Context: an optimization exercise on an open-source flow, tuned for small area, a short achievable clock period and few clock cycles per item. The choices shown serve that exercise and are no tape-out recipe.
At most, simulation tests tie the RTL to the original design; equivalence was not proved.
The RTL of runs 3 to 5 was laid out without a check of its function.
Power is estimated from default activity; no workload was simulated.

==> config.mk <==
export PLATFORM = sky130hd
export DESIGN_NAME = apb_slave
export DESIGN_NICKNAME = apb_slave
export VERILOG_FILES = /design/flow/design.v
export SDC_FILE = /design/flow/constraint.sdc
export NUM_CORES = 4
export LEC_CHECK = 0
export CAP_MARGIN = 20
export CORE_MARGIN = 2
export CORE_UTILIZATION = 40
export CTS_CLUSTER_DIAMETER = 100
export CTS_CLUSTER_SIZE = 30
export SETUP_SLACK_MARGIN = 3.0
export SLEW_MARGIN = 20
export SYNTH_HIERARCHICAL = 1
==> standard.sh <==
#!/bin/bash
# synth_recipe.tcl (not shown) runs the flow's synth.tcl, then flattens the netlist and writes it again
# the make line also repeats each setting of config.mk as NAME=value (left out here)
make -C /OpenROAD-flow-scripts/flow DESIGN_CONFIG=/design/flow/config.mk WORK_HOME=/design/flow/orfs CLKGATE_MAP_FILE= SYNTH_SCRIPT=/design/flow/synth_recipe.tcl "${@:-finish}"
==> constraint.sdc <==
create_clock -name core_clock -period 5.0 [get_ports {PCLK}]
set_input_delay 1.0000 -clock core_clock [delete_from_list [all_inputs] [get_ports {PCLK}]]
set_output_delay 1.0000 -clock core_clock [all_outputs]
set_load 0.01 [all_outputs]
==> flow/run.sh <==
#!/bin/bash
# The standard layout, with every port buffered by a plain buf_1 (ORFS's
# buffer_ports otherwise picks a delay cell); repair_timing resizes as needed.
set -euo pipefail
bash standard.sh finish "BUFFER_PORTS_ARGS=-buffer_cell sky130_fd_sc_hd__buf_1" > standard.log 2>&1
==> design.v <==
module apb_slave (
  input  logic        PCLK,
  input  logic        PRESETn,
  input  logic [31:0] PADDR,
  input  logic        PSEL,
  input  logic        PENABLE,
  input  logic        PWRITE,
  input  logic [31:0] PWDATA,
  output logic [31:0] PRDATA,
  output logic        PREADY,
  output logic        PSLVERR
);
  logic [15:0] [31:0] registers;
  logic [15:0]        written;
  logic [15:0]        wen;
  logic        addr_valid;
  logic [15:0] addr_dec;
  assign addr_valid = (PADDR[31:6] == 0);
  assign addr_dec   = 16'b1 << PADDR[5:2];
  always_ff @(posedge PCLK or negedge PRESETn) begin
    if (!PRESETn) begin
      wen        <= '0;
      written    <= '0;
    end else begin
      wen        <= (PSEL && !PENABLE && PWRITE && addr_valid) ? addr_dec : 16'b0;
      written    <= written | wen;
    end
  end
  always_ff @(posedge PCLK) begin
    for (int i = 0; i < 16; i++)
      if (wen[i])
        registers[i] <= PWDATA;
  end
  logic [31:0] rdata;
  logic [15:0] rsel_lo, rsel_hi;
  apb_rsel u_rsel_lo (.idx(PADDR[5:2]), .written(written), .sel(rsel_lo));
  apb_rsel u_rsel_hi (.idx(PADDR[5:2]), .written(written), .sel(rsel_hi));
  always_comb begin
    rdata = '0;
    for (int i = 0; i < 16; i++) begin
      rdata[15:0]  = rdata[15:0]  | (registers[i][15:0]  & {16{rsel_lo[i]}});
      rdata[31:16] = rdata[31:16] | (registers[i][31:16] & {16{rsel_hi[i]}});
    end
  end
  always_ff @(posedge PCLK) begin
    PRDATA  <= rdata;
    PSLVERR <= !addr_valid;
  end
  assign PREADY = 1'b1;
endmodule
module apb_rsel (
  input  logic [3:0]  idx,
  input  logic [15:0] written,
  output logic [15:0] sel
);
  assign sel = (16'b1 << idx) & written;
endmodule
==> notes.md, run 1 <==
* Run status: no timing/DRC/antenna violations
* Post-layout net count at 1211
* Worst reg2reg startpoint: written[2]$_DFF_PN0_
* Buffers on Ports at 99
* DRC marker count from the first detailed-route iteration at ~1300
* CTS clk-pin slew, worst paths at roughly 0.11 ns
* Pre-CTS WS at roughly 1.5 ns
* Drt total wl at roughly 52000 um
* Min-delay src: registers[468]$_DFFE_PP_
* Die outline area at about 52000 um^2
* Initial antenna violation count at 4
* Drt drc at 0
* Share of cells above drive strength 1 at 0.244
* Crit path buf inv count at 1
* First-pass GRT wire length at roughly 75000 um
* YS warnings at 7
* Highest clock rate at 0.487 GHz
* R2R Setup Slk at around 3.4 ns
* Distinct cells, synth at 28
* Slew @ Worst Pin at roughly 0.84 ns
* Rel. slew slack at 0.442
* Final Max Slew Viols at 0
* DR pass1 iterations at 7
* Syn nets at roughly 1100
* H-tree levels at 1
* Routed Antenna Nets at 0
* Number of cell rows at slightly above 80
* CP cell instances: buf_6
* Worst skew pair latency at roughly 0.56 ns
* RSZ-0062 raised after global routing: yes
* Final setup skew at approximately 0.027 ns
* Lkg Pwr at 7.45 nW
* Max IR drop VDD at between 0.2 and 0.25 mV
* Setup TNS at 0 ns
* Hold path depth at 2
* Setup ws final at 2.95 ns
* Depth of the worst register-to-register path at 4
* Worst path slowest cell: dfxtp_2
* Gpl congestion at 0.735
* Clock buffer count from CTS at 23
* Area added between synthesis and finish at 14.5%
* HP Class: register to register
* Fill count at approximately 4200
* Sequential share of the synthesized area at 0.832
* Width of the die at about 230 um
* Cell Area, Synth at just over 20000 um^2
* Area of the multi-input gates at roughly 3800 um^2
* Fin crit share at 0.411
* Final hold violations at 0
* Grt total ovfl at 0
* Routed wire per std cell at between 20 and 30 um
* Final setup viols at 0
* IO Pins at roughly 100
* Sink Count at 577
* Max-Cap Viols at 0
* CP endpoint kind: output port
* Sequential Area at about 17000 um^2
* Worst Hold Endpoint: PRDATA[20]$_DFF_P_
* CTS root buf: clkbuf_16
* Die H at between 200 and 250 um
* CP startpoint kind: register
* Critical path data required time at 4.00 ns
* DPL Wire Length at around 26000 um
* Layout Utilization at 0.463
* Mapped Cells at between 1000 and 1500
* Pwr dens at ~330 nW/um^2
* Largest stage delay, worst path at 0.37 ns
* DR vias at ~11000
* Post-DR vias/cell at a little under 6
* Tot GR Track Use at 0.196
* Hold_buf cts at 0
* Seq cells post-synth at a little under 600
* CTS tree: done
* Vias in the first global route at 10849
* Core Box Area at about 50000 um^2
* Worst path top cell family by delay: flip-flops
* Max clock buf depth at 3
* Initial Util at 0.404
* Avg Cell Area, Syn at about 20 um^2
* Worst Path Max Fanout at 1
* Critical Setup Path Class: register to output port
* Post-route minimum period at 2.05 ns
* Arrival time worst endpoint at between 1 and 1.5 ns
* RR Endpoint: PRDATA[0]$_DFF_P_
* Worst hold slack at 0.468 ns
* Largest net degree at the start of global routing at 34
-- cells in the final DEF (no fill, tap or decap), types with 7 or more instances in the layout --
cell type,instances
dfxtp_1,14
a221oi_2,79
clkbuf_1,17
buf_6,26
nand4_1,32
dfxtp_2,19
or2_2,17
and3_1,7
dfrtp_1,16
nor4_1,10
edfxtp_1,512
buf_4,40
buf_1,61
dfrtp_2,15
and3_4,24
a221oi_1,49
clkbuf_16,23
a22o_1,128
buf_2,14
-- timing repair --
item | 4_1_cts | 5_1_grt
setup buffers | 0 | 11
cloned | 0 | 0
gates resized for setup | 103 | 28
setup endpoints to repair | 65 | 68
pin swaps | 2 | 5
-- worst max path at each step --
| stage | start | to | slack, ns | depth (start not counted) |
|---|---|---|---|---|
| floorplan | PADDR[4] | PRDATA[30]$_DFF_P_ | 2.83 | 7 |
| global placement | PADDR[5] | PRDATA[26]$_DFF_P_ | 1.54 | 6 |
| detailed placement | PADDR[5] | PRDATA[2]$_DFF_P_ | 1.50 | 6 |
| CTS | PRDATA[3]$_DFF_P_ | PRDATA[3] | 2.92 | 1 |
| global route | PRDATA[3]$_DFF_P_ | PRDATA[3] | 2.91 | 1 |
| finish | PRDATA[3]$_DFF_P_ | PRDATA[3] | 2.95 | 1 |
-- registers in the layout, summed over array words and instances, names as in the netlist --
name / count
registers: 512
written: 16
wen: 16
PRDATA: 32
PSLVERR: 1
-- worst min-delay path, delay by kind of cell, from the launching register on --
family	cells	cell delay, ns
compound gates	1	0.07
flops	1	0.33
simple gates	1	0.08
-- routing by layer --
layer,share of wire,wire length [um],GRT usage
met1,0.43,22300,0.286
met2,0.48,25100,0.316
met3,0.067,3460,0.0219
met4,0.019,969,0.0483
met5,0.00027,14,0
-- per-module statistics from Yosys (local to each module, per instance) --
| module | area (um^2) | flops+latches | cells inside | times used |
|---|---|---|---|---|
| apb_rsel | 146 | 0 | 24 | 2 |
| apb_slave | 20000 | 577 | 992 | 1 |
-- area by class of cell --
| class | instances | area share |
|---|---|---|
| repair buffers | 145 | 0.0413 |
| clock inverters | 1 | 0.00129 |
| well taps | 672 | 0.0363 |
| multi-input cells | 395 | 0.165 |
| clock buffers | 40 | 0.0276 |
| diodes | 3 | 0.000324 |
| flip-flops and latches | 577 | 0.728 |
-- cell families after synthesis --
logic type             synth area share
DFF                               0.832
and+or+nand+nor                  0.0442
buffers and inverters            0.0133
AOI/OAI and AO/OA                 0.111
other                          0.000185
-- cells in the mapped netlist, drive strengths merged --
master	number	area, um^2
nor4b	3	26.3
nor4	16	138
and3	32	200
nand3b	3	22.5
nor4bb	1	10.0
nand2	5	18.8
a22o	128	1120
clkbuf	65	244
nand3	2	10.0
and2b	2	15.0
nand4b	1	8.76
dfxtp	33	661
buf	3	26.3
nor3b	2	15.0
nor3	4	20.0
conb	1	3.75
nor2	6	22.5
edfxtp	512	15400
nand4	33	213
or2	17	106
dfrtp	32	801
and2	4	25.0
or3	1	6.26
a221oi	128	1120
nor2b	6	37.5
-- report_power, final --
group	internal (mW)	switching [mW]
combinational	0.0245	0.0851
clock	0.899	1.39
sequential	5.23	0.00000000328
total	6.16	1.48
-- per-stage QoR --
| step | power (mW) | std cells | area, um^2 |
|---|---|---|---|
| after detailed placement | 5.45 | 1778 | 22000 |
| final | 7.64 | 1833 | 23200 |
| after global routing | 7.84 | 1832 | 23200 |
| after CTS | 7.67 | 1819 | 22900 |
| after global placement | 5.44 | 1778 | 22000 |
| after floorplan | 5.36 | 1040 | 21400 |
Testbench counts, summed over its fixed seeds: cycles 32,000, transfers 16,000.
==> inputs of run 2 (changes only) <==
--- a/config.mk
+++ b/config.mk
@@ -9,4 +9,5 @@
 export CORE_MARGIN = 2
 export CORE_UTILIZATION = 40
+export CTS_BUF_LIST = sky130_fd_sc_hd__clkbuf_8 sky130_fd_sc_hd__clkbuf_16
 export CTS_CLUSTER_DIAMETER = 100
 export CTS_CLUSTER_SIZE = 30
==> notes.md, run 2 <==
* Critical Setup Path Class: register to output port
* CP endpoint kind: output port
* Drt drc at 0
* CTS clk-pin slew, worst paths at between 0.1 and 0.15 ns
* Share of cells above drive strength 1 at 0.244
* Initial antenna violation count at 4
* Post-DR vias/cell at between 5 and 6
* Vias in the first global route at 10848
* Tot GR Track Use at 0.196
* Rel. slew slack at 0.442
* DR pass1 iterations at 5
* Leading cell types in the layout, fill and taps excluded: edfxtp_1 (512), a22o_1 (128), a221oi_2 (79)
* Final hold violations at 0
* Worst skew pair latency at between 0.5 and 0.6 ns
* Gpl congestion at between 0.7 and 0.8
* Worst Path Max Fanout at 1
* Synth Flop Type: edfxtp_1
* DPL Wire Length at approximately 26000 um
* Arrival time worst endpoint at 1.06 ns
* Buffers on Ports at 99
* Core Box Area at between 50000 and 60000 um^2
* Largest stage delay, worst path at roughly 0.38 ns
* Highest clock rate at just under 0.5 GHz
* Area of the multi-input gates at ~3800 um^2
* Initial Util at 0.404
* Setup ws final at ~2.9 ns
* Distinct cells, synth at 28
* Lkg Pwr at approximately 7.5 nW
* Largest net degree at the start of global routing at 34
* Syn nets at around 1100
* Setup TNS at 0 ns
* Synth area leader: edfxtp_1
* First-pass GRT wire length at roughly 75000 um
* Max clock buf depth at 3
* Area added between synthesis and finish at 14.5%
* Largest registers: registers (512), PRDATA (32)
* Max IR drop VDD at about 0.23 mV
* Post-layout net count at 1211
* RSZ-0062 raised after global routing: yes
* IO Pins at ~100
* Drt total wl at between 50000 and 60000 um
* Post-route minimum period at 2.06 ns
* Cell Area, Synth at roughly 20000 um^2
* Fin crit share at 0.412
* Slew @ Worst Pin at 0.838 ns
* Crit path buf inv count at 1
* CTS root buf: clkbuf_16
* Clock buffer count from CTS at 23
* YS warnings at 7
* CP startpoint kind: register
* Final setup viols at 0
* Grt total ovfl at 0
* Leading post-synthesis cells by cell area: edfxtp_1 (76%), a221oi_1 (5.5%), a22o_1 (5.5%)
* Routed Antenna Nets at 0
* Width of the die at about 230 um
* Die outline area at approximately 52000 um^2
* Worst path slowest cell: dfxtp_2
* CP cell instances: buf_6
* DRC marker count from the first detailed-route iteration at 1299
* Sequential share of the synthesized area at 0.832
* Fill count at between 4000 and 5000
* Routed wire per std cell at between 20 and 30 um
* Post-synth EDFFs at roughly 500
* Synth top cells by count: edfxtp_1 (512), a221oi_1 (128), a22o_1 (128)
* Leading cell type in the layout, fill and taps excluded: edfxtp_1
* Yosys top cell area share at 0.759
* Max FFs per register at around 510
* Pre-CTS WS at 1.50 ns
* Worst path top cell family by delay: flip-flops
* Sequential Area at around 17000 um^2
* H-tree levels at 1
* Fraction of registers with async set or reset after synthesis at 0.0555
* Pwr dens at about 330 nW/um^2
* CTS tree: done
* Critical path data required time at approximately 4.0 ns
* Final Max Slew Viols at 0
* Sink Count at between 500 and 600
* DR vias at approximately 11000
* Seq cells post-synth at between 500 and 600
* Max-Cap Viols at 0
* Number of cell rows at 82
* HP Class: register to register
* Avg Cell Area, Syn at 19.5 um^2
* Die H at between 200 and 250 um
* Run status: no timing/DRC/antenna violations
* Top-count cell post-synth: edfxtp_1
* Mapped Cells at ~1000
* Final setup skew at ~0.026 ns
* Largest Register: registers
run 2: cell counts after synthesis:
Identical to the previous run, type by type.
run 2: logic make-up after synthesis:
kind of cell / Yosys count / share of synthesized area
other: 1 / 0.000185
AO/OA/AOI/OAI: 256 / 0.111
AND/OR/NAND/NOR: 138 / 0.0442
flip-flops: 577 / 0.832
buffers and inverters: 68 / 0.0133
run 2: routing by layer:
metal  global-route usage  wire (um)  vias up
li1                     -          -     4613
met1                0.286      22600     5740
met2                0.316      25000      393
met3               0.0219       3100       59
met4               0.0483        986        2
met5                    0         14        -
run 2: layout make-up:
cell class | instances | share of cell area
sequential | 577 | 0.728
tap | 672 | 0.0363
antenna | 3 | 0.000324
clock inverter | 18 | 0.00405
multi-input combinational | 395 | 0.165
clock buffer | 23 | 0.0248
timing repair buffer | 145 | 0.0413
run 2: metrics by stage:
step	util	area (um^2)	instances	hold slack [ns]	total power [mW]
CTS	0.458	22900	1819	0.473	7.64
floorplan	-	21400	1040	0.443	5.36
global placement	0.440	22000	1778	0.457	5.44
global route	0.463	23200	1832	0.501	7.81
detailed placement	0.440	22000	1778	0.462	5.45
finish	0.463	23200	1833	0.467	7.60
run 2: worst paths after layout:
check,startpoint,end,slack [ns],depth (start not counted)
worst max-delay path,PRDATA[3]$_DFF_P_,PRDATA[3],2.94,1
worst min-delay path,registers[468]$_DFFE_PP_,PRDATA[20]$_DFF_P_,0.47,2
worst max register to register,written[9]$_DFF_PN0_,PRDATA[19]$_DFF_P_,3.41,4
worst min register to register,registers[468]$_DFFE_PP_,PRDATA[20]$_DFF_P_,0.47,2
max in group asynchronous,PRESETn,wen[2]$_DFF_PN0_,3.87,1
min in group asynchronous,PRESETn,written[7]$_DFF_PN0_,0.52,1
run 2: modules after synthesis, one instance, submodules excluded:
| module | cell area (um^2) | flip-flops and latches | copies in the design | cells inside |
|---|---|---|---|---|
| apb_slave | 20000 | 577 | 1 | 992 |
| apb_rsel | 146 | 0 | 2 | 24 |
run 2: where the power goes:
| group | total, mW | internal, mW | switching, mW |
|---|---|---|---|
| clock network | 2.26 | 0.865 | 1.39 |
| registers | 5.23 | 5.23 | 0.00000000332 |
| logic | 0.109 | 0.0245 | 0.0848 |
| total | 7.60 | 6.12 | 1.48 |
run 2: timing repair:
| item | in CTS | in global routing |
|---|---|---|
| hold endpoints to repair | 0 | 0 |
| resized for setup | 103 | 28 |
| pin swaps | 2 | 5 |
| hold buffers | 0 | 0 |
| setup endpoints to repair | 65 | 68 |
| buffers inserted | 0 | 11 |
==> inputs of run 3 (changes only) <==
--- a/design.v
+++ b/design.v
@@ -33,13 +33,13 @@
   end
   logic [31:0] rdata;
-  logic [15:0] rsel_lo, rsel_hi;
-  apb_rsel u_rsel_lo (.idx(PADDR[5:2]), .written(written), .sel(rsel_lo));
-  apb_rsel u_rsel_hi (.idx(PADDR[5:2]), .written(written), .sel(rsel_hi));
+  logic [3:0][15:0] rsel;
+  for (genvar g = 0; g < 4; g++) begin : g_rsel
+    apb_rsel u_rsel (.idx(PADDR[5:2]), .written(written), .sel(rsel[g]));
+  end
   always_comb begin
     rdata = '0;
-    for (int i = 0; i < 16; i++) begin
-      rdata[15:0]  = rdata[15:0]  | (registers[i][15:0]  & {16{rsel_lo[i]}});
-      rdata[31:16] = rdata[31:16] | (registers[i][31:16] & {16{rsel_hi[i]}});
-    end
+    for (int i = 0; i < 16; i++)
+      for (int b = 0; b < 32; b++)
+        rdata[b] = rdata[b] | (registers[i][b] & rsel[b / 8][i]);
   end
   always_ff @(posedge PCLK) begin
--- a/config.mk
+++ b/config.mk
@@ -9,5 +9,4 @@
 export CORE_MARGIN = 2
 export CORE_UTILIZATION = 40
-export CTS_BUF_LIST = sky130_fd_sc_hd__clkbuf_8 sky130_fd_sc_hd__clkbuf_16
 export CTS_CLUSTER_DIAMETER = 100
 export CTS_CLUSTER_SIZE = 30
==> notes.md, run 3 <==
* IO Pins at approximately 100
* Max FFs per register at between 500 and 600
* Worst path slowest cell: dfxtp_2
* CTS tree: done
* Arrival time worst endpoint at roughly 1.1 ns
* Clock buffer count from CTS at 23
* Leading cell type in the layout, fill and taps excluded: edfxtp_1
* Sequential share of the synthesized area at 0.820
* H-tree levels at 1
* CTS root buf: clkbuf_16
* Pwr dens at about 320 nW/um^2
* Final setup viols at 0
* Critical Setup Path Class: register to output port
* Largest registers: registers (512), PRDATA (32)
* Final hold violations at 0
* DPL Wire Length at roughly 29000 um
* Max clock buf depth at 3
* Routed wire per std cell at 29.4 um
* DR vias at between 10000 and 15000
* DR pass1 iterations at 5
* Crit path buf inv count at 1
* Leading post-synthesis cells by cell area: edfxtp_1 (75%), a221oi_1 (5.5%), a22o_1 (5.5%)
* Worst Path Max Fanout at 1
* Final Max Slew Viols at 0
* Yosys top cell area share at 0.748
* Worst hold slack at 0.478 ns
* Synth top cells by count: edfxtp_1 (512), a221oi_1 (128), a22o_1 (128)
* Leading cell types in the layout, fill and taps excluded: edfxtp_1 (512), a22o_1 (128), a221oi_2 (128)
* Max IR drop VDD at ~0.18 mV
* Worst path top cell family by delay: flip-flops
* Lkg Pwr at 7.64 nW
* Grt total ovfl at 0
* Run status: no timing/DRC/antenna violations
* Post-CTS Setup Bufs at 0
* Max-Cap Viols at 0
* Buffers on Ports at 99
* DRC marker count from the first detailed-route iteration at 1167
* CP startpoint kind: register
* Largest Register: registers
* Setup TNS at 0 ns
* Die outline area at between 50000 and 60000 um^2
* Rel. slew slack at 0.472
* Largest net degree at the start of global routing at 34
* CTS clk-pin slew, worst paths at ~0.12 ns
* HP Class: input port to async pin
* CP endpoint kind: output port
* Fraction of registers with async set or reset after synthesis at 0.0555
* Tot GR Track Use at 0.203
* Seq cells post-synth at 577
* Fin crit share at 0.411
* Critical path data required time at roughly 4 ns
* Largest stage delay, worst path at approximately 0.37 ns
* Initial antenna violation count at 3
* Worst skew pair latency at approximately 0.58 ns
* Post-layout net count at around 1200
* Hold_buf cts at 0
* Synth area leader: edfxtp_1
* Drt total wl at between 50000 and 60000 um
* Core Box Area at roughly 50000 um^2
* Initial Util at 0.403
* Pwr Total at approximately 7.7 mW
* Routed Antenna Nets at 0
* Post-DR vias/cell at 5.96
* Sink Count at around 580
* Mapped Cells at between 1000 and 1500
* Width of the die at between 200 and 250 um
* Post-synth EDFFs at 512
* Die H at 231 um
* YS warnings at 7
* Post-route minimum period at approximately 2.1 ns
* Slew @ Worst Pin at 0.791 ns
* RSZ-0062 raised after global routing: yes
* Synth Flop Type: edfxtp_1
* Gpl congestion at about 0.76
* First-pass GRT wire length at 78000 um
* Syn nets at between 1000 and 1500
* Avg Cell Area, Syn at 18.9 um^2
* Distinct cells, synth at 30
* Drt drc at 0
* Top-count cell post-synth: edfxtp_1
* Cell Area, Synth at about 20000 um^2
* Highest clock rate at ~0.5 GHz
* Area added between synthesis and finish at 15.1%
* Share of cells above drive strength 1 at 0.292
* Final setup skew at approximately 0.026 ns
* CP cell instances: buf_6
* Number of cell rows at 83
* Vias in the first global route at around 11000
-- run 3: area by class of cell --
cell class / count / area, um^2
clock inverter: 1 / 30.0
multi-input combinational: 443 / 4560
antenna: 1 / 2.50
clock buffer: 40 / 639
tap: 680 / 851
timing repair buffer: 119 / 678
sequential: 577 / 16900
fill: 4206 / 27400
-- run 3: worst paths after layout --
check,startpoint,endpoint,slack (ns),cells after the start
max,PRDATA[3]$_DFF_P_,PRDATA[3],2.95,1
min,PRESETn,wen[11]$_DFF_PN0_,0.48,1
max reg2reg,written[5]$_DFF_PN0_,PRDATA[11]$_DFF_P_,3.35,4
min reg2reg,registers[390]$_DFFE_PP_,PRDATA[6]$_DFF_P_,0.48,2
max in group asynchronous,PRESETn,wen[10]$_DFF_PN0_,3.97,1
min in group core_clock,registers[390]$_DFFE_PP_,PRDATA[6]$_DFF_P_,0.48,2
-- run 3: modules after synthesis (local to each module, per instance) --
module | cell area, um^2 | times used | flip-flops and latches
apb_rsel | 146 | 4 | 0
apb_slave | 20000 | 1 | 577
-- run 3: stage by stage --
step,setup WS [ns],area (um^2),util,std cells
final,2.95,23600,0.464,1861
after global routing,2.91,23600,0.464,1861
after CTS,2.92,23500,0.461,1860
after detailed placement,1.58,22600,0.443,1819
after global placement,1.62,22600,0.443,1819
after floorplan,2.95,22000,-,1088
-- run 3: routing by layer --
layer,global-route usage,share of wire
met3,0.0236,0.050
met5,0,0.00048
met4,0.0500,0.023
met2,0.343,0.49
met1,0.282,0.43
-- run 3: cells by family after synthesis --
group                  Yosys count  share of synthesized area
other                            1                   0.000183
DFF                            577                      0.820
buffers and inverters           68                     0.0132
and+or+nand+nor                186                     0.0578
AOI/OAI and AO/OA              256                      0.109
-- run 3: what timing repair did --
item                                    4_1_cts  5_1_grt
pin swaps                                     0        2
endpoints found under the setup margin       69       58
resized for setup                           139       37
-- run 3: where the power goes --
group | switching [mW] | internal, mW | leakage (nW)
Sequential | 0.00000000522 | 5.23 | 5.29
Clock | 1.42 | 0.898 | 0.315
Combinational | 0.0967 | 0.0320 | 2.03
Total | 1.52 | 6.17 | 7.64
==> inputs of run 4 (changes only) <==
--- a/design.v
+++ b/design.v
@@ -37,9 +37,17 @@
     apb_rsel u_rsel (.idx(PADDR[5:2]), .written(written), .sel(rsel[g]));
   end
-  always_comb begin
-    rdata = '0;
-    for (int i = 0; i < 16; i++)
-      for (int b = 0; b < 32; b++)
-        rdata[b] = rdata[b] | (registers[i][b] & rsel[b / 8][i]);
+  for (genvar b = 0; b < 32; b++) begin : g_rd
+    logic [15:0] s;
+    logic [5:0]  p;
+    logic [1:0]  h;
+    assign s = rsel[b / 8];
+    for (genvar k = 0; k < 5; k++) begin : g_p
+      apb_aoi222 u_p (.a(s[3*k]), .b(registers[3*k][b]), .c(s[3*k+1]), .d(registers[3*k+1][b]),
+                      .e(s[3*k+2]), .f(registers[3*k+2][b]), .y(p[k]));
+    end
+    assign p[5] = !(s[15] && registers[15][b]);
+    apb_nand3 u_h0 (.a(p[0]), .b(p[1]), .c(p[2]), .y(h[0]));
+    apb_nand3 u_h1 (.a(p[3]), .b(p[4]), .c(p[5]), .y(h[1]));
+    assign rdata[b] = h[0] | h[1];
   end
   always_ff @(posedge PCLK) begin
@@ -56,2 +64,8 @@
   assign sel = (16'b1 << idx) & written;
 endmodule
+module apb_aoi222 (input logic a, b, c, d, e, f, output logic y);
+  assign y = !((a && b) || (c && d) || (e && f));
+endmodule
+module apb_nand3 (input logic a, b, c, output logic y);
+  assign y = !(a && b && c);
+endmodule
==> notes.md, run 4 <==
* Gpl congestion at 0.760
* Top-count cell post-synth: edfxtp_1
* Core Box Area at around 50000 um^2
* Fraction of the mapped netlist area in simple logic gates at 0.0809
* Arrival time worst endpoint at around 2.5 ns
* Worst skew pair latency at slightly below 0.6 ns
* Final Max Slew Viols at 0
* Yosys top cell area share at 0.764
* Fraction of registers with async set or reset after synthesis at 0.0555
* CP endpoint kind: register
* Leading post-synthesis cells by cell area: edfxtp_1 (76%), a222oi_1 (8.0%), dfrtp_1 (4.0%)
* Pre-CTS WS at ~1.7 ns
* Post-Synth Adder-Cell Area at 0
* # diodes at 0
* Post-synth EDFFs at just over 500
* Largest net degree at the start of global routing at 34
* CTS root buf: clkbuf_16
* Buffers on Ports at 99
* Synth area leader: edfxtp_1
* Sequential share of the synthesized area at 0.837
* DR vias at 10737
* Vias in the first global route at 10717
* Critical path data required time at 5.45 ns
* Tot GR Track Use at 0.183
* Largest registers: registers (512), PRDATA (32)
* Pwr Total at between 7 and 8 mW
* Placed Area at 21600 um^2
* Max clock buf depth at 3
* H-tree levels at 1
* Sink Count at 577
* Largest Register: registers
* Critical Path Sink: PRDATA[18]$_DFF_P_
* Routed met1 length at ~19000 um
* Worst hold slack at around 0.48 ns
* Highest routed metal layer: met4
* Pwr dens at between 300 and 400 nW/um^2
* Post-Synth XOR/XNOR Area at 0
* Drt total wl at ~48000 um
* Largest family of logic cells by synthesized area: simple AND/OR/NAND/NOR gates
* Layout Utilization at 0.457
* Depth of the worst register-to-register path at 5
* Synth top cells by count: edfxtp_1 (512), a222oi_1 (160), nand3_1 (66)
* IO Pins at between 100 and 150
* Die H at about 230 um
* Leading cell type in the layout, fill and taps excluded: edfxtp_1
* Final setup viols at 0
* Final setup skew at ~0.036 ns
* Worst reg2reg startpoint: written[9]$_DFF_PN0_
* Routed wire per std cell at approximately 26 um
* Initial Util at 0.403
* Detail Route met2 WL at ~25000 um
* Max IR drop VDD at a little over 0.2 mV
* Leading cell types in the layout, fill and taps excluded: edfxtp_1 (512), a222oi_1 (160), nand3_1 (65)
* Number of cell rows at 82
* Critical Setup Path Class: input port to register
* CP startpoint kind: input port
* Width of the die at around 230 um
* Post-layout net count at between 1000 and 1500
* Synth Flop Type: edfxtp_1
* Highest clock rate at 0.481 GHz
* DRC marker count from the first detailed-route iteration at around 1400
* Lkg Pwr at between 7 and 8 nW
* Setup TNS at 0 ns
* RSZ-0062 raised after global routing: yes
* YS warnings at 7
* Syn nets at about 1100
* First-pass GRT wire length at approximately 70000 um
* Routed Antenna Nets at 0
* Max FFs per register at approximately 500
* RR Endpoint: PRDATA[18]$_DFF_P_
* Cells after DPL at ~1800
* Initial antenna violation count at 0
* Critical Path Source: PADDR[2]
* Post-Layout Cell Count at approximately 1800
* Compound-gate portion of the synthesized area at 0.0796
* Post-route minimum period at just over 2 ns
* Die outline area at between 50000 and 60000 um^2
* Share of cells above drive strength 1 at 0.200
* Worst Path Max Fanout at 12
* HP Class: input port to async pin
* DPL Wire Length at roughly 26000 um
* Max-Cap Viols at 0
* Rel. slew slack at 0.257
* Clock buffer count from CTS at 23
* Drt drc at 0
* Grt total ovfl at 0
* Slew @ Worst Pin at 1.11 ns
* Mux cell area share after synthesis at 0
* Cell Area, Synth at 20100 um^2
* Routed wl met3 at approximately 3600 um
* Post-DR vias/cell at between 5 and 6
* R2R Setup Slk at 3.27 ns
* Run status: no timing/DRC/antenna violations
* Fin area at 22800 um^2
* Avg Cell Area, Syn at 19.6 um^2
* CTS clk-pin slew, worst paths at 0.12 ns
* Distinct cells, synth at 26
* Setup ws final at ~3 ns
* Fin crit share at 0.416
* Final hold violations at 0
* DR pass1 iterations at 8
* Mapped Cells at 1028
* CTS tree: done
* Seq cells post-synth at 577
* Area added between synthesis and finish at 13.2%
-- run 4: cell types whose count changed after synthesis, moves of 32 or more --
cell,change
a22o_1,-128
a222oi_1,+160
clkbuf_1,-55
nand4_1,-32
a221oi_1,-128
nand2_1,+32
or2_2,+32
nand3_1,+64
-- run 4: layer usage --
layer | vias up | GRT usage
met5 | - | 0
met3 | 69 | 0.0300
li1 | 4712 | -
met1 | 5558 | 0.230
met2 | 398 | 0.327
met4 | 0 | 0.0513
-- run 4: final cells by class --
type | instances | area, um^2
fillers | 4326 | 27100
flip-flops and latches | 577 | 16900
multi-input cells | 443 | 3670
well taps | 672 | 841
repair buffers | 111 | 713
clock buffers | 38 | 632
clock inverters | 2 | 25.0
-- run 4: kinds of logic (layout without fill, tap and decap cells) --
logic type      count (synthesis)  count (layout)
simple gates                  282             282
buf+inv                         8             151
flops                         577             577
other cells                     1               1
compound gates                160             160
-- run 4: worst min path at each step --
stage                              from                   end  cells past startpoint
6_report                        PRESETn  written[6]$_DFF_PN0_                      1
5_1_grt                         PRESETn      wen[9]$_DFF_PN0_                      1
3_3_place_gp   registers[486]$_DFFE_PP_     PRDATA[6]$_DFF_P_                      3
2_1_floorplan      written[0]$_DFF_PN0_  written[0]$_DFF_PN0_                      1
3_5_place_dp   registers[486]$_DFFE_PP_     PRDATA[6]$_DFF_P_                      3
4_1_cts                         PRESETn      wen[2]$_DFF_PN0_                      1
-- run 4: modules after synthesis, one instance, submodules excluded --
module / copies in the design / area [um^2] / flip-flops and latches
apb_rsel: 4 / 146 / 0
apb_aoi222: 160 / 10.0 / 0
apb_slave: 1 / 17600 / 577
apb_nand3: 64 / 5.00 / 0
-- run 4: power breakdown --
part           switching (mW)  internal [mW]  total, mW
logic                   0.101         0.0366      0.138
registers       0.00000000589           5.23       5.23
clock network            1.37          0.891       2.26
total                    1.47           6.16       7.64
-- run 4: timing repair --
action,4_1_cts,5_1_grt
buffers inserted,1,3
gates resized for setup,119,34
setup endpoints to repair,73,72
cloned,4,0
hold buffers,0,0
pin swaps,34,42
-- run 4: worst max-delay path, stage by stage --
cell and delay, ns:
buf_12 0.12, buf_6 0.15, and2_4 0.17, and3_4 0.21, buf_4 0.15, a222oi_1 0.34, nand3_1 0.12, or2_4 0.26
==> inputs of run 5 (changes only) <==
--- a/design.v
+++ b/design.v
@@ -33,13 +33,11 @@
   end
   logic [31:0] rdata;
-  logic [3:0][15:0] rsel;
-  for (genvar g = 0; g < 4; g++) begin : g_rsel
-    apb_rsel u_rsel (.idx(PADDR[5:2]), .written(written), .sel(rsel[g]));
-  end
+  logic [15:0] rsel;
+  apb_rsel u_rsel (.idx(PADDR[5:2]), .written(written), .sel(rsel));
   for (genvar b = 0; b < 32; b++) begin : g_rd
     logic [15:0] s;
     logic [5:0]  p;
     logic [1:0]  h;
-    assign s = rsel[b / 8];
+    assign s = rsel;
     for (genvar k = 0; k < 5; k++) begin : g_p
       apb_aoi222 u_p (.a(s[3*k]), .b(registers[3*k][b]), .c(s[3*k+1]), .d(registers[3*k+1][b]),
==> notes.md, run 5 <==
* Fraction of registers with async set or reset after synthesis at 0.0555
* Number of cell rows at 81
* Synth area leader: edfxtp_1
* Max clock buf depth at 3
* Fill count at approximately 4200
* Buffers on Ports at between 90 and 100
* Tot GR Track Use at 0.214
* CTS clk-pin slew, worst paths at 0.12 ns
* Clock buffer count from CTS at 23
* Max-Cap Viols at 0
* Final hold violations at 0
* RSZ-0062 raised after global routing: yes
* Post-synth EDFFs at just over 500
* Avg Cell Area, Syn at between 20 and 25 um^2
* Max FFs per register at 512
* Synth top cells by count: edfxtp_1 (512), a222oi_1 (160), nand3_1 (66)
* H-tree levels at 1
* Sink Count at just under 600
* Drt total wl at 55600 um
* CTS root buf: clkbuf_16
* Seq cells post-synth at between 500 and 600
* DR vias at approximately 11000
* Post-layout net count at between 1000 and 1500
* Largest Register: registers
* Cell Area, Synth at a little under 20000 um^2
* Distinct cells, synth at 26
* Share of cells above drive strength 1 at 0.195
* Worst skew pair latency at 0.59 ns
* Final setup viols at 0
* Width of the die at 226 um
* Core Box Area at roughly 49000 um^2
* Synth Flop Type: edfxtp_1
* Vias in the first global route at 10717
* CP endpoint kind: output port
* Final setup skew at about 0.026 ns
* CP startpoint kind: register
* Post-Layout Cell Count at approximately 1800
* Worst path slowest cell: dfxtp_2
* Top-count cell post-synth: edfxtp_1
* CP cell instances: buf_6
* Hold_buf cts at 0
* Initial antenna violation count at 3
* Worst path top cell family by delay: flip-flops
* Grt total ovfl at 0
* Critical Setup Path Class: register to output port
* Rel. slew slack at 0.196
* Sequential Area at 16900 um^2
* Highest clock rate at 0.480 GHz
* YS warnings at 7
* Largest stage delay, worst path at roughly 0.39 ns
* Post-route minimum period at 2.08 ns
* Largest registers: registers (512), PRDATA (32)
* Final Max Slew Viols at 0
* First-pass GRT wire length at 76600 um
* Largest net degree at the start of global routing at 34
* Syn nets at roughly 1000
* Lkg Pwr at 7.19 nW
* Critical path data required time at ~4.0 ns
* Drt drc at 0
* Worst Path Max Fanout at 1
* Cells after DPL at around 1700
* HP Class: input port to async pin
* Depth of the worst register-to-register path at 4
* Routed wire per std cell at 31.0 um
* Yosys top cell area share at 0.782
* Die H at approximately 230 um
* Crit path buf inv count at 1
* Slew @ Worst Pin at 1.21 ns
* Max IR drop VDD at roughly 0.22 mV
* Sequential share of the synthesized area at 0.856
* Initial Util at 0.404
* DR pass1 iterations at 7
* # diodes at 0
* Fin crit share at 0.417
* Run status: no timing/DRC/antenna violations
* Arrival time worst endpoint at around 1.1 ns
* IO Pins at approximately 100
* Pwr dens at ~340 nW/um^2
* Setup TNS at 0 ns
* Gpl congestion at 0.672
* Critical path depth at 1
* Die outline area at 51000 um^2
* CTS tree: done
* Mapped Cells at ~960
* DRC marker count from the first detailed-route iteration at between 2000 and 2500
* Leading cell type in the layout, fill and taps excluded: edfxtp_1
* DPL Wire Length at roughly 21000 um
* Leading cell types in the layout, fill and taps excluded: edfxtp_1 (512), a222oi_1 (160), nand3_1 (65)
* Post-DR vias/cell at about 6.2
* Routed Antenna Nets at 0
* Area of the multi-input gates at 3370 um^2
* Area added between synthesis and finish at 14.3%
* Leading post-synthesis cells by cell area: edfxtp_1 (78%), a222oi_1 (8.1%), dfrtp_1 (4.1%)
-- run 5: where the power goes --
group / internal (mW) / switching [mW] / leakage, nW / total, mW
sequential: 5.23 / 0.00000000708 / 5.29 / 5.23
clock: 0.892 / 1.42 / 0.313 / 2.31
combinational: 0.0345 / 0.0967 / 1.58 / 0.131
-- run 5: per-layer routing --
layer | vias to the layer above | wire (um) | part of all wire | track usage
met3 | 130 | 7570 | 0.14 | 0.0488
met5 | - | 41 | 0.00074 | 0
met2 | 802 | 24300 | 0.44 | 0.318
met1 | 5652 | 21900 | 0.39 | 0.313
met4 | 6 | 1770 | 0.032 | 0.0652
li1 | 4567 | - | - | -
-- run 5: logic make-up (layout without fill, tap and decap cells) --
group / count (synthesis) / in the layout / synth area share
simple gates: 210 / 242 / 0.0604
other cells: 1 / 1 / 0.000191
buf+inv: 7 / 150 / 0.00210
flops: 577 / 577 / 0.856
compound gates: 160 / 160 / 0.0814
-- run 5: final cells by class --
| class | count | share of cell area |
|---|---|---|
| Clock buffer | 38 | 0.0281 |
| Clock inverter | 2 | 0.00111 |
| Multi-Input combinational cell | 403 | 0.150 |
| Sequential cell | 577 | 0.751 |
| Tap cell | 664 | 0.0370 |
| Timing Repair Buffer | 110 | 0.0326 |
-- run 5: path summary, 6_finish.rpt --
| kind | slack [ns] | from | to |
|---|---|---|---|
| worst max-delay path | 2.92 | PRDATA[27]$_DFF_P_ | PRDATA[27] |
| worst min-delay path | 0.48 | PRESETn | wen[7]$_DFF_PN0_ |
| worst max register to register | 3.16 | written[8]$_DFF_PN0_ | PRDATA[10]$_DFF_P_ |
| worst min register to register | 0.56 | registers[487]$_DFFE_PP_ | PRDATA[7]$_DFF_P_ |
| max in group asynchronous | 3.92 | PRESETn | wen[6]$_DFF_PN0_ |
| min in group core_clock | 0.56 | registers[487]$_DFFE_PP_ | PRDATA[7]$_DFF_P_ |
-- run 5: what timing repair did --
action | in CTS | in global routing
buffers inserted | 0 | 7
endpoints found under the setup margin | 65 | 75
cloned | 30 | 5
pin swaps | 3 | 10
gates resized for setup | 106 | 29
-- run 5: stage by stage --
| step | area (um^2) | utilization | setup slack, ns | hold WS [ns] | power, mW |
|---|---|---|---|---|---|
| 6_report | 22500 | 0.461 | 2.92 | 0.478 | 7.68 |
| 5_1_grt | 22500 | 0.461 | 2.90 | 0.549 | 7.88 |
| 4_1_cts | 22200 | 0.455 | 2.92 | 0.496 | 7.69 |
| 3_5_place_dp | 21000 | 0.431 | 1.96 | 0.452 | 5.44 |
| 3_3_place_gp | 21000 | 0.431 | 1.99 | 0.443 | 5.43 |
| 2_1_floorplan | 19800 | - | 2.81 | 0.427 | 5.36 |
-- run 5: per-module statistics from Yosys (local to each module, per instance) --
module,cells inside,flops+latches
apb_slave,707,577
apb_rsel,24,0
apb_aoi222,1,0
apb_nand3,1,0
==> inputs of run 6 (changes only) <==
--- a/design.v
+++ b/design.v
@@ -33,11 +33,12 @@
   end
   logic [31:0] rdata;
-  logic [15:0] rsel;
-  apb_rsel u_rsel (.idx(PADDR[5:2]), .written(written), .sel(rsel));
+  logic [15:0] rsel_lo, rsel_hi;
+  apb_rsel u_rsel_lo (.idx(PADDR[5:2]), .written(written), .sel(rsel_lo));
+  apb_rsel u_rsel_hi (.idx(PADDR[5:2]), .written(written), .sel(rsel_hi));
   for (genvar b = 0; b < 32; b++) begin : g_rd
     logic [15:0] s;
     logic [5:0]  p;
     logic [1:0]  h;
-    assign s = rsel;
+    assign s = (b < 16) ? rsel_lo : rsel_hi;
     for (genvar k = 0; k < 5; k++) begin : g_p
       apb_aoi222 u_p (.a(s[3*k]), .b(registers[3*k][b]), .c(s[3*k+1]), .d(registers[3*k+1][b]),
--- a/config.mk
+++ b/config.mk
@@ -11,5 +11,5 @@
 export CTS_CLUSTER_DIAMETER = 100
 export CTS_CLUSTER_SIZE = 30
-export SETUP_SLACK_MARGIN = 3.0
+export SETUP_SLACK_MARGIN = 2.8
 export SLEW_MARGIN = 20
 export SYNTH_HIERARCHICAL = 1
==> notes.md, run 6 <==
* Run status: no timing/DRC/antenna violations
* Final setup viols at 0
* CTS clk-pin slew, worst paths at about 0.11 ns
* Syn nets at 1049
* CTS root buf: clkbuf_16
* Detail Route met2 WL at around 22000 um
* P_int at approximately 6 mW
* DRC marker count from the first detailed-route iteration at ~1800
* Worst Path Max Fanout at 16
* Max FFs per register at about 510
* Highest routed metal layer: met5
* Hold_buf cts at 0
* RSZ-0062 raised after global routing: no
* Share of cells above drive strength 1 at 0.120
* Cell Area, Synth at around 20000 um^2
* Post-DR vias/cell at between 5 and 6
* Setup TNS at 0 ns
* Sequential share of the synthesized area at 0.849
* Seq cells post-synth at 577
* Routed wl met3 at 4440 um
* Max-Cap Viols at 0
* Synth area leader: edfxtp_1
* Final hold violations at 0
* Die outline area at around 51000 um^2
* Drt total wl at between 40000 and 50000 um
* Die H at roughly 230 um
* CP startpoint kind: input port
* Grt total ovfl at 0
* Tot GR Track Use at 0.180
* Largest Register: registers
* DR pass1 iterations at 6
* Mapped Cells at between 900 and 1000
* Highest clock rate at 0.462 GHz
* Drt drc at 0
* Gpl congestion at between 0.7 and 0.8
* HP Class: input port to async pin
* Max clock buf depth at 3
* Cells after DPL at around 1700
* Number of cell rows at 81
* Setup ws final at 2.83 ns
* Buffers on Ports at a little under 100
* Worst path slowest cell: a222oi_1
* NetSw at between 1 and 1.5 mW
* Fin crit share at 0.433
* Largest stage delay, worst path at 0.44 ns
* Sink Count at slightly below 600
* First-pass GRT wire length at 67000 um
* Core Box Area at 49000 um^2
* Post-layout net count at 1166
* Top-count cell post-synth: edfxtp_1
* Post-synth EDFFs at a little over 500
* Yosys top cell area share at 0.776
* Rel. slew slack at 0.251
* DPL Wire Length at roughly 23000 um
* Max IR drop VDD at 0.233 mV
* Routed Antenna Nets at 0
* CP endpoint kind: register
* Clock buffer count from CTS at 23
* Critical path data required time at 5.46 ns
* Pre-CTS WS at 1.62 ns
* Fill count at 4159
* IO Pins at between 100 and 150
* Switching portion of total power at 0.190
* Crit path buf inv count at 1
* Worst skew pair latency at roughly 0.57 ns
* Distinct cells, synth at 26
* Final Max Slew Viols at 0
* Leading cell type in the layout, fill and taps excluded: edfxtp_1
* Seq pwr share at 0.690
* Vias in the first global route at ~10000
* Slew @ Worst Pin at between 1 and 1.5 ns
* Lkg Pwr at about 7 nW
* Pwr Total at around 7.6 mW
* Post-Layout Cell Count at between 1500 and 2000
* Avg Cell Area, Syn at ~20 um^2
* Logic pwr share at 0.013
* Leading post-synthesis cells by cell area: edfxtp_1 (78%), a222oi_1 (8.1%), dfrtp_1 (4.0%)
* Final setup skew at 0.0308 ns
* Area added between synthesis and finish at 10.3%
* Synth top cells by count: edfxtp_1 (512), a222oi_1 (160), nand3_1 (66)
* Worst path top cell family by delay: simple AND/OR/NAND/NOR gates
* Routed wire per std cell at about 26 um
* Initial antenna violation count at 1
* Largest net degree at the start of global routing at 34
* Clock share of power at 0.297
* Post-route minimum period at roughly 2.2 ns
* Critical Setup Path Class: input port to register
* Fraction of registers with async set or reset after synthesis at 0.0555
* Largest registers: registers (512), PRDATA (32)
* YS warnings at 7
* # diodes at 0
* CTS tree: done
* Arrival time worst endpoint at ~2.6 ns
* H-tree levels at 1
* Pwr dens at between 300 and 400 nW/um^2
* Width of the die at roughly 230 um
* DR vias at roughly 10000
* Leading cell types in the layout, fill and taps excluded: edfxtp_1 (512), a222oi_1 (160), buf_1 (94)
* Initial Util at 0.405
* Routed met1 length at 19400 um
* Synth Flop Type: edfxtp_1
* CP cell instances: clkbuf_4 > nor2b_1 > and3_4 > a222oi_1 > nand3_1 > or2_2
run 6: changes by cell type after synthesis, sizes merged:
| cell | before | now |
|---|---|---|
| and2 | 2 | 4 |
| and2b | 1 | 2 |
| and3 | 16 | 32 |
| clkbuf | 4 | 5 |
| nor2 | 4 | 6 |
| nor2b | 3 | 6 |
run 6: per-module statistics from Yosys (local to each module, per instance):
module | flip-flops and latches | cell area, um^2
apb_aoi222 | 0 | 10.0
apb_nand3 | 0 | 5.00
apb_rsel | 0 | 146
apb_slave | 577 | 17600
run 6: what timing repair did:
item | in CTS | in global routing
gates resized for setup | 19 | 12
setup endpoints to repair | 32 | 32
pin swaps | 0 | 0
buffers inserted | 0 | 0
run 6: area by class of cell:
cell class	count	area, um^2	area share
tap	664	831	0.0380
sequential	577	16900	0.771
clock buffer	40	639	0.0292
clock inverter	1	30.0	0.00137
multi-input combinational	395	3090	0.141
timing repair buffer	100	405	0.0185
run 6: kinds of logic after synthesis:
| kind of cell | share of synthesized area |
|---|---|
| simple gates | 0.0674 |
| other cells | 0.000189 |
| compound gates | 0.0808 |
| flops | 0.849 |
| buf+inv | 0.00227 |
run 6: metrics by stage:
stage,hold slack (ns),instance area [um^2],utilization
2_1_floorplan,0.442,19900,-
3_3_place_gp,0.481,21100,0.431
3_5_place_dp,0.481,21100,0.431
4_1_cts,0.510,21800,0.445
5_1_grt,0.548,21900,0.447
6_report,0.498,21900,0.447
run 6: per-layer routing:
| metal | track usage | up-vias |
|---|---|---|
| met2 | 0.288 | 496 |
| met4 | 0.0465 | 2 |
| met1 | 0.257 | 5420 |
| met3 | 0.0315 | 49 |
| li1 | - | 4498 |
| met5 | 0 | - |
run 6: final timing paths:
| kind | start | to | slack, ns | cells past startpoint |
|---|---|---|---|---|
| min in group core_clock | written[10]$_DFF_PN0_ | written[10]$_DFF_PN0_ | 0.53 | 1 |
| max reg2reg | written[3]$_DFF_PN0_ | PRDATA[24]$_DFF_P_ | 3.28 | 4 |
| min reg2reg | written[10]$_DFF_PN0_ | written[10]$_DFF_PN0_ | 0.53 | 1 |
| max | PADDR[3] | PRDATA[24]$_DFF_P_ | 2.83 | 6 |
| min | PRESETn | wen[2]$_DFF_PN0_ | 0.50 | 1 |
| max in group asynchronous | PRESETn | wen[1]$_DFF_PN0_ | 3.89 | 1 |
run 6: power by group through the flow:
stage / Combinational [mW] / Sequential [mW] / Clock, mW
6_report: 0.0985 / 5.23 / 2.26
5_1_grt: 0.112 / 5.24 / 2.47
4_1_cts: 0.0982 / 5.23 / 2.31
3_5_place_dp: 0.0968 / 5.34 / 0
3_3_place_gp: 0.0899 / 5.34 / 0
2_1_floorplan: 0.0153 / 5.35 / 0
Testbench counts of run 6, summed over its fixed seeds: cycles 32,000, transfers 16,000.
==> inputs of run 7 (changes only) <==
--- a/config.mk
+++ b/config.mk
@@ -11,5 +11,5 @@
 export CTS_CLUSTER_DIAMETER = 100
 export CTS_CLUSTER_SIZE = 30
-export SETUP_SLACK_MARGIN = 2.8
+export SETUP_SLACK_MARGIN = 2.95
 export SLEW_MARGIN = 20
 export SYNTH_HIERARCHICAL = 1
==> notes.md, run 7 <==
* Critical path data required time at 5.48 ns
* CTS tree: done
* Vias in the first global route at roughly 10000
* Largest Register: registers
* Max-Cap Viols at 0
* Post-synth EDFFs at around 510
* Synth area leader: edfxtp_1
* Area added between synthesis and finish at 12.3%
* Largest net degree at the start of global routing at 34
* Distinct cells, synth at 26
* Initial antenna violation count at 1
* Width of the die at between 200 and 250 um
* Routed Antenna Nets at 0
* Run status: no timing/DRC/antenna violations
* Post-Synth XOR/XNOR Area at 0
* YS warnings at 7
* CP endpoint kind: register
* Pwr dens at 342 nW/um^2
* DR pass1 iterations at 8
* HP Class: input port to async pin
* RSZ-0062 raised after global routing: yes
* Max IR drop VDD at 0.217 mV
* Seq cells post-synth at 577
* Fin crit share at 0.407
* Drt total wl at between 40000 and 50000 um
* Max clock buf depth at 3
* DRC marker count from the first detailed-route iteration at ~1800
* CP startpoint kind: input port
* Worst Path Max Fanout at 16
* Grt total ovfl at 0
* Syn nets at around 1000
* CTS root buf: clkbuf_16
* Post-DR vias/cell at about 6.0
* Synth Flop Type: edfxtp_1
* Die H at about 230 um
* Fraction of the mapped netlist area in simple logic gates at 0.0674
* Slew @ Worst Pin at roughly 1.2 ns
* Die outline area at 51300 um^2
* Final Max Slew Viols at 0
* Final setup skew at around 0.028 ns
* Largest stage delay, worst path at roughly 0.36 ns
* Worst skew pair latency at 0.59 ns
* Post-CTS Setup Bufs at 0
* Arrival time worst endpoint at about 2.5 ns
* Fraction of registers with async set or reset after synthesis at 0.0555
* IO Pins at roughly 100
* Compound-gate portion of the synthesized area at 0.0808
* Leading post-synthesis cells by cell area: edfxtp_1 (78%), a222oi_1 (8.1%), dfrtp_1 (4.0%)
* Rel. slew slack at 0.222
* Hold_buf cts at 0
* Pwr Total at about 7.6 mW
* DR vias at roughly 11000
* Depth of the worst register-to-register path at 4
* Synth top cells by count: edfxtp_1 (512), a222oi_1 (160), nand3_1 (66)
* Avg Cell Area, Syn at 20.2 um^2
* Worst path slowest cell: a222oi_1
* R2R Setup Slk at approximately 3.2 ns
* Leading cell type in the layout, fill and taps excluded: edfxtp_1
* Critical Setup Path Class: input port to register
* CP cell instances: buf_4 > and2b_4 > and3_2 > a222oi_1 > nand3_1 > or2_4
* Share of cells above drive strength 1 at 0.188
* Gpl congestion at just over 0.7
* RR Endpoint: PRDATA[30]$_DFF_P_
* Worst reg2reg startpoint: written[8]$_DFF_PN0_
* Sequential share of the synthesized area at 0.849
* Final hold violations at 0
* Number of cell rows at between 80 and 90
* Sink Count at 577
* Highest clock rate at ~0.49 GHz
* Max FFs per register at 512
* Cell Area, Synth at 19800 um^2
* Post-Synth Adder-Cell Area at 0
* Largest family of logic cells by synthesized area: compound AO/OA/AOI/OAI gates
* Cells after DPL at approximately 1700
* Post-layout net count at between 1000 and 1500
* Critical Path Source: PADDR[5]
* Setup TNS at 0 ns
* Top-count cell post-synth: edfxtp_1
* Leading cell types in the layout, fill and taps excluded: edfxtp_1 (512), a222oi_1 (160), nand3_1 (65)
* Clock buffer count from CTS at 23
* Final setup viols at 0
* Post-route minimum period at roughly 2.0 ns
* Yosys top cell area share at 0.776
* Mapped Cells at between 900 and 1000
* H-tree levels at 1
* Fin area at 22300 um^2
* Routed wire per std cell at between 20 and 30 um
* Tot GR Track Use at 0.186
* CTS clk-pin slew, worst paths at around 0.11 ns
* Post-Layout Cell Count at 1791
* # diodes at 0
* Mux cell area share after synthesis at 0
* Core Box Area at roughly 49000 um^2
* Buffers on Ports at 99
* Placed Area at around 21000 um^2
* First-pass GRT wire length at between 60000 and 70000 um
* DPL Wire Length at ~23000 um
* Drt drc at 0
* Initial Util at 0.405
* Largest registers: registers (512), PRDATA (32)
* Lkg Pwr at 7.12 nW
-- run 7: cells by family (layout without fill, tap and decap cells) --
| group | after synthesis | in the layout |
|---|---|---|
| other | 1 | 1 |
| DFF | 577 | 577 |
| AOI/OAI and AO/OA | 160 | 160 |
| and+or+nand+nor | 234 | 241 |
| buffers and inverters | 8 | 148 |
-- run 7: stage by stage --
stage	worst slack [ns]	hold WS, ns	utilization
floorplan	2.86	0.442	-
global placement	1.83	0.495	0.434
detailed placement	1.81	0.486	0.434
CTS	2.93	0.510	0.451
global route	2.92	0.546	0.455
finish	2.96	0.495	0.455
-- run 7: modules after synthesis, one instance, submodules excluded --
module | cells inside | flops+latches | cell area [um^2] | copies in the design
apb_slave | 708 | 577 | 17600 | 1
apb_rsel | 24 | 0 | 146 | 2
apb_aoi222 | 1 | 0 | 10.0 | 160
apb_nand3 | 1 | 0 | 5.00 | 64
-- run 7: where the power goes --
| part | internal [mW] | total [mW] | leakage [nW] | switching (mW) |
|---|---|---|---|---|
| sequential | 5.23 | 5.23 | 5.30 | 0.00000000434 |
| clock | 0.900 | 2.28 | 0.319 | 1.38 |
| combinational | 0.0222 | 0.110 | 1.50 | 0.0874 |
| total | 6.16 | 7.62 | 7.12 | 1.47 |
-- run 7: worst max-delay path: cells and delay by family --
| family | cells | cell delay, ns |
|---|---|---|
| AO/OA/AOI/OAI | 1 | 0.36 |
| AND/OR/NAND/NOR | 4 | 0.98 |
| buffers and inverters | 1 | 0.18 |
-- run 7: repair_timing --
item | CTS | global route
pin swaps | 4 | 20
cloned | 2 | 5
setup endpoints to repair | 64 | 66
gates resized for setup | 65 | 47
endpoints found under the hold margin | 0 | 0
-- run 7: final cells by class --
| cell class | count | area, um^2 |
|---|---|---|
| Fill cell | 4119 | 26700 |
| Sequential cell | 577 | 16900 |
| Multi-Input combinational cell | 402 | 3270 |
| Clock inverter | 2 | 38.8 |
| Timing Repair Buffer | 106 | 604 |
| Tap cell | 664 | 831 |
| Clock buffer | 40 | 639 |
-- run 7: per-layer routing --
layer	wire, um	vias to the layer above	track usage
li1	-	4550	-
met1	20600	5563	0.271
met2	23200	515	0.297
met3	4790	52	0.0310
met4	835	2	0.0395
met5	8	-	0
-- run 7: worst max path at each step --
stage | end | slack (ns) | cells after the start
after detailed placement | PRDATA[5]$_DFF_P_ | 1.81 | 6
after global routing | PRDATA[9] | 2.92 | 1
final | PRDATA[8]$_DFF_P_ | 2.96 | 6
after CTS | PRDATA[20] | 2.93 | 1
after floorplan | PRDATA[0]$_DFF_P_ | 2.86 | 5
after global placement | PRDATA[27]$_DFF_P_ | 1.83 | 6
==> inputs of run 8 (changes only) <==
--- a/config.mk
+++ b/config.mk
@@ -11,5 +11,5 @@
 export CTS_CLUSTER_DIAMETER = 100
 export CTS_CLUSTER_SIZE = 30
-export SETUP_SLACK_MARGIN = 2.95
+export SETUP_SLACK_MARGIN = 2.9
 export SLEW_MARGIN = 20
 export SYNTH_HIERARCHICAL = 1
==> notes.md, run 8 <==
* First-pass GRT wire length at between 60000 and 70000 um
* Area added between synthesis and finish at 11.3%
* Width of the die at about 230 um
* Slew @ Worst Pin at between 1 and 1.5 ns
* Drt total wl at approximately 50000 um
* Worst path top cell family by delay: simple AND/OR/NAND/NOR gates
* Share of cells above drive strength 1 at 0.159
* Lkg Pwr at around 7 nW
* Clock share of power at 0.300
* RSZ-0062 raised after global routing: yes
* # diodes at 0
* Avg Cell Area, Syn at around 20 um^2
* DR vias at about 11000
* Largest registers: registers (512), PRDATA (32)
* Max-Cap Viols at 0
* Mapped Cells at just under 1000
* Arrival time worst endpoint at between 2 and 3 ns
* Worst Path Max Fanout at 16
* Setup TNS at 0 ns
* Drt drc at 0
* CTS root buf: clkbuf_16
* Die outline area at roughly 50000 um^2
* Synth Flop Type: edfxtp_1
* Crit path buf inv count at 1
* Synth area leader: edfxtp_1
* Max clock buf depth at 3
* Routed Antenna Nets at 0
* Buffers on Ports at 99
* Critical Setup Path Class: input port to register
* Max FFs per register at 512
* Sink Count at around 580
* Tot GR Track Use at 0.184
* Grt total ovfl at 0
* Number of cell rows at 81
* Max IR drop VDD at around 0.22 mV
* Initial antenna violation count at 1
* Largest Register: registers
* Layout Utilization at 0.451
* Sequential share of the synthesized area at 0.849
* R2R Setup Slk at between 3 and 4 ns
* Gpl congestion at 0.719
* Worst path slowest cell: a222oi_1
* Logic pwr share at 0.014
* Vias in the first global route at 10164
* Syn nets at approximately 1000
* Synth top cells by count: edfxtp_1 (512), a222oi_1 (160), nand3_1 (66)
* Cell Area, Synth at between 15000 and 20000 um^2
* Seq pwr share at 0.687
* DPL Wire Length at between 20000 and 25000 um
* Post-synth EDFFs at 512
* Placed Area at 21300 um^2
* Die H at 227 um
* DRC marker count from the first detailed-route iteration at around 1700
* NetSw at between 1 and 1.5 mW
* Fraction of registers with async set or reset after synthesis at 0.0555
* CTS tree: done
* CP endpoint kind: register
* CP startpoint kind: input port
* Pwr Total at ~7.6 mW
* Seq cells post-synth at 577
* Post-layout net count at roughly 1200
* YS warnings at 7
* Pwr dens at 345 nW/um^2
* Yosys top cell area share at 0.776
* Core Box Area at between 40000 and 50000 um^2
* Distinct cells, synth at 26
* IO Pins at 103
* Fin area at around 22000 um^2
* H-tree levels at 1
* Run status: no timing/DRC/antenna violations
* DR pass1 iterations at 9
* Post-route minimum period at just over 2 ns
* Post-DR vias/cell at 5.93
* Largest stage delay, worst path at 0.34 ns
* Worst hold slack at ~0.50 ns
* CP cell instances: clkbuf_4 > and2b_4 > and3_2 > a222oi_1 > nand3_1 > or2_4
* Fill count at roughly 4100
* Clock buffer count from CTS at 23
* Leading cell type in the layout, fill and taps excluded: edfxtp_1
* Top-count cell post-synth: edfxtp_1
* Critical path data required time at approximately 5.5 ns
* Initial Util at 0.405
* Switching portion of total power at 0.193
* CTS clk-pin slew, worst paths at around 0.11 ns
* Worst skew pair latency at 0.59 ns
* Final Max Slew Viols at 0
* Rel. slew slack at 0.215
* Routed wire per std cell at ~27 um
* Leading post-synthesis cells by cell area: edfxtp_1 (78%), a222oi_1 (8.1%), dfrtp_1 (4.0%)
* Final hold violations at 0
* HP Class: input port to async pin
* Largest net degree at the start of global routing at 34
* Final setup viols at 0
* P_int at 6.16 mW
* Final setup skew at approximately 0.028 ns
* Fin crit share at 0.414
* Leading cell types in the layout, fill and taps excluded: edfxtp_1 (512), a222oi_1 (160), buf_1 (73)
* Highest clock rate at a little under 0.5 GHz
## run 8: cell counts after synthesis
No cell type changed its count.
## run 8: cells by family (layout without fill, tap and decap cells)
family	after synthesis	in the layout	synth area share
buf+inv	8	148	0.00227
compound gates	160	160	0.0808
flops	577	577	0.849
simple gates	234	238	0.0674
other cells	1	1	0.000189
## run 8: cell type report
| class | instances | area (um^2) | area share |
|---|---|---|---|
| clock inverters | 2 | 38.8 | 0.00176 |
| multi-input cells | 399 | 3230 | 0.146 |
| well taps | 664 | 831 | 0.0376 |
| flip-flops and latches | 577 | 16900 | 0.764 |
| repair buffers | 106 | 467 | 0.0211 |
| clock buffers | 40 | 639 | 0.0290 |
## run 8: worst paths after layout
path,start,endpoint,depth (start not counted)
hold / removal,PRESETn,written[5]$_DFF_PN0_,1
setup / recovery,PADDR[5],PRDATA[19]$_DFF_P_,6
hold reg to reg,written[10]$_DFF_PN0_,written[10]$_DFF_PN0_,1
max in group asynchronous,PRESETn,wen[0]$_DFF_PN0_,1
setup reg to reg,written[3]$_DFF_PN0_,PRDATA[18]$_DFF_P_,4
min in group core_clock,written[10]$_DFF_PN0_,written[10]$_DFF_PN0_,1
## run 8: what timing repair did
action	CTS	global route
gates resized for setup	21	33
hold buffers	0	0
setup buffers	0	0
setup endpoints to repair	40	56
pin swaps	0	21
gates cloned	0	4
## run 8: per-layer routing
layer  vias to the layer above  GRT usage  part of all wire
li1                       4537          -                 -
met5                         -          0           0.00016
met4                         2     0.0401             0.015
met1                      5482      0.270              0.42
met2                       531      0.294              0.47
met3                        46     0.0286              0.10
## run 8: Yosys stat by module (local to each module, per instance)
| module | cell area, um^2 | copies in the design |
|---|---|---|
| apb_aoi222 | 10.0 | 160 |
| apb_nand3 | 5.00 | 64 |
| apb_rsel | 146 | 2 |
| apb_slave | 17600 | 1 |
## run 8: stage by stage
| stage | instances | worst slack, ns |
|---|---|---|
| after global routing | 1788 | 2.88 |
| after floorplan | 980 | 2.86 |
| final | 1788 | 2.93 |
| after detailed placement | 1742 | 1.81 |
| after global placement | 1742 | 1.83 |
| after CTS | 1784 | 2.90 |
## run 8: power by group through the flow
stage / Sequential, mW / Clock [mW] / Combinational [mW]
final: 5.23 / 2.28 / 0.105
after global routing: 5.24 / 2.50 / 0.119
after CTS: 5.23 / 2.34 / 0.0992
after detailed placement: 5.34 / 0 / 0.0982
after global placement: 5.34 / 0 / 0.0914
after floorplan: 5.35 / 0 / 0.0159
==> inputs of run 9 (changes only) <==
--- a/config.mk
+++ b/config.mk
@@ -11,5 +11,6 @@
 export CTS_CLUSTER_DIAMETER = 100
 export CTS_CLUSTER_SIZE = 30
-export SETUP_SLACK_MARGIN = 2.9
+export GPL_TIMING_DRIVEN = 0
+export SETUP_SLACK_MARGIN = 3.0
 export SLEW_MARGIN = 20
 export SYNTH_HIERARCHICAL = 1
==> notes.md, run 9 <==
* Leading cell types in the layout, fill and taps excluded: edfxtp_1 (512), a222oi_1 (160), nand3_1 (66)
* Grt total ovfl at 0
* Leading post-synthesis cells by cell area: edfxtp_1 (78%), a222oi_1 (8.1%), dfrtp_1 (4.0%)
* Area added between synthesis and finish at 15.0%
* Hold_buf cts at 0
* Post-synth EDFFs at around 500
* CP endpoint kind: output port
* Distinct cells, synth at 26
* Synth top cells by count: edfxtp_1 (512), a222oi_1 (160), nand3_1 (66)
* Critical Setup Path Class: register to output port
* Highest clock rate at 0.492 GHz
* Worst path slowest cell: dfxtp_2
* Fraction of registers with async set or reset after synthesis at 0.0555
* Max-Cap Viols at 0
* Synth Flop Type: edfxtp_1
* Sink Count at slightly below 600
* Critical Path Source: PRDATA[16]$_DFF_P_
* Initial antenna violation count at 2
* Width of the die at 227 um
* Depth of the worst register-to-register path at 4
* DR pass1 iterations at 8
* Seq cells post-synth at 577
* Sequential share of the synthesized area at 0.849
* Top-count cell post-synth: edfxtp_1
* H-tree levels at 1
* Final hold violations at 0
* Routed Antenna Nets at 0
* HP Class: input port to async pin
* Mapped Cells at between 900 and 1000
* Setup TNS at 0 ns
* Leading cell type in the layout, fill and taps excluded: edfxtp_1
* Rel. slew slack at 0.523
* Die outline area at 51300 um^2
* Avg Cell Area, Syn at 20.2 um^2
* Worst Path Max Fanout at 1
* Slew @ Worst Pin at ~0.7 ns
* Pwr Total at 7.62 mW
* Initial Util at 0.405
* Critical path depth at 1
* # diodes at 0
* Routed wire per std cell at roughly 27 um
* Crit path buf inv count at 1
* Cell Area, Synth at around 20000 um^2
* Fin crit share at 0.407
* Core Box Area at approximately 50000 um^2
* Final setup skew at ~0.021 ns
* Lkg Pwr at about 7.4 nW
* Largest net degree at the start of global routing at 33
* YS warnings at 7
* Max clock buf depth at 3
* Final setup viols at 0
* Worst reg2reg startpoint: written[14]$_DFF_PN0_
* Largest Register: registers
* Largest registers: registers (512), PRDATA (32)
* Post-route minimum period at a little over 2 ns
* Number of cell rows at 81
* Largest stage delay, worst path at 0.37 ns
* Vias in the first global route at about 10000
* RSZ-0062 raised after global routing: yes
* Arrival time worst endpoint at between 1 and 1.5 ns
* Synth area leader: edfxtp_1
* Yosys top cell area share at 0.776
* DR vias at 10691
* CP cell instances: buf_6
* Post-DR vias/cell at between 5 and 6
* Pwr dens at ~330 nW/um^2
* Gpl congestion at about 0.75
* Tot GR Track Use at 0.184
* DRC marker count from the first detailed-route iteration at between 1500 and 2000
* CTS tree: done
* Worst skew pair latency at ~0.57 ns
* Drt drc at 0
* Worst path top cell family by delay: flip-flops
* Clock buffer count from CTS at 23
* Drt total wl at roughly 48000 um
* Critical path data required time at approximately 4.0 ns
* Share of cells above drive strength 1 at 0.201
* Syn nets at around 1000
* Final Max Slew Viols at 0
* DPL Wire Length at around 26000 um
* Buffers on Ports at just under 100
* Max IR drop VDD at 0.243 mV
* Run status: no timing/DRC/antenna violations
* CTS root buf: clkbuf_16
* Die H at around 230 um
* IO Pins at 103
* CTS clk-pin slew, worst paths at 0.12 ns
* Post-layout net count at 1209
* First-pass GRT wire length at roughly 70000 um
* CP startpoint kind: register
* Max FFs per register at 512
[run 9: cell count changes in the layout (fill, tap and decap cells not counted), moves of 4 or more]
cell and delta:
dfxtp_2 +10, clkbuf_2 -12, buf_2 +11, and3_2 -4
dfxtp_1 -10, buf_1 -12, buf_6 +20, buf_12 +21
and3_4 +5
[run 9: metal layers]
layer,global-route usage,vias up,wire length (um)
met1,0.265,5570,20300
met5,0,-,8
met2,0.297,475,23000
li1,-,4606,-
met3,0.0301,38,4450
met4,0.0354,2,617
[run 9: final timing paths]
check                                   endpoint  slack, ns
setup / recovery                      PRDATA[16]       2.97
hold / removal             written[14]$_DFF_PN0_       0.47
setup reg to reg              PRDATA[16]$_DFF_P_       3.22
hold reg to reg            written[10]$_DFF_PN0_       0.53
max in group asynchronous      wen[13]$_DFF_PN0_       4.02
min in group core_clock    written[10]$_DFF_PN0_       0.53
[run 9: kinds of logic after synthesis]
group,count (synthesis),synth area share
other cells,1,0.000189
simple gates,234,0.0674
flops,577,0.849
compound gates,160,0.0808
buf+inv,8,0.00227
[run 9: per-stage QoR]
stage	utilization	instance area (um^2)	cells	hold WS, ns	worst slack, ns
detailed placement	0.442	21600	1759	0.468	1.85
finish	0.466	22800	1820	0.466	2.97
CTS	0.461	22600	1811	0.468	2.94
global placement	0.435	21300	1743	0.475	1.88
global route	0.466	22800	1820	0.515	2.92
floorplan	-	20100	980	0.442	2.86
[run 9: what timing repair did]
| item | in CTS | in global routing |
|---|---|---|
| pin swaps | 24 | 23 |
| gates cloned | 5 | 4 |
| setup buffers | 6 | 5 |
| setup endpoints to repair | 65 | 65 |
| gates resized for setup | 80 | 32 |
[run 9: where the power goes]
part	total, mW	internal (mW)	switching [mW]
clock	2.26	0.894	1.37
combinational	0.122	0.0325	0.0890
sequential	5.23	5.23	0.00000000441
total	7.62	6.16	1.45
[run 9: layout make-up]
type / instances / area [um^2]
Clock buffer: 39 / 636
Sequential cell: 577 / 16900
Timing Repair Buffer: 128 / 1050
Multi-Input combinational cell: 402 / 3300
Buffer: 8 / 71.3
Tap cell: 664 / 831
Clock inverter: 2 / 27.5
Fill cell: 4076 / 26200
[run 9: per-module statistics from Yosys (local to each module, per instance)]
module      cells inside  area [um^2]  copies in the design
apb_aoi222             1         10.0                   160
apb_nand3              1         5.00                    64
apb_rsel              24          146                     2
apb_slave            708        17600                     1

Setup slack of run 9, layout unchanged: 2.967 ns with ideal ports, 2.914 ns with driving cells assumed (clock clkbuf_16, inputs buf_2), 2.337 ns with port delays also shifted by the 0.615 ns mid clock arrival.
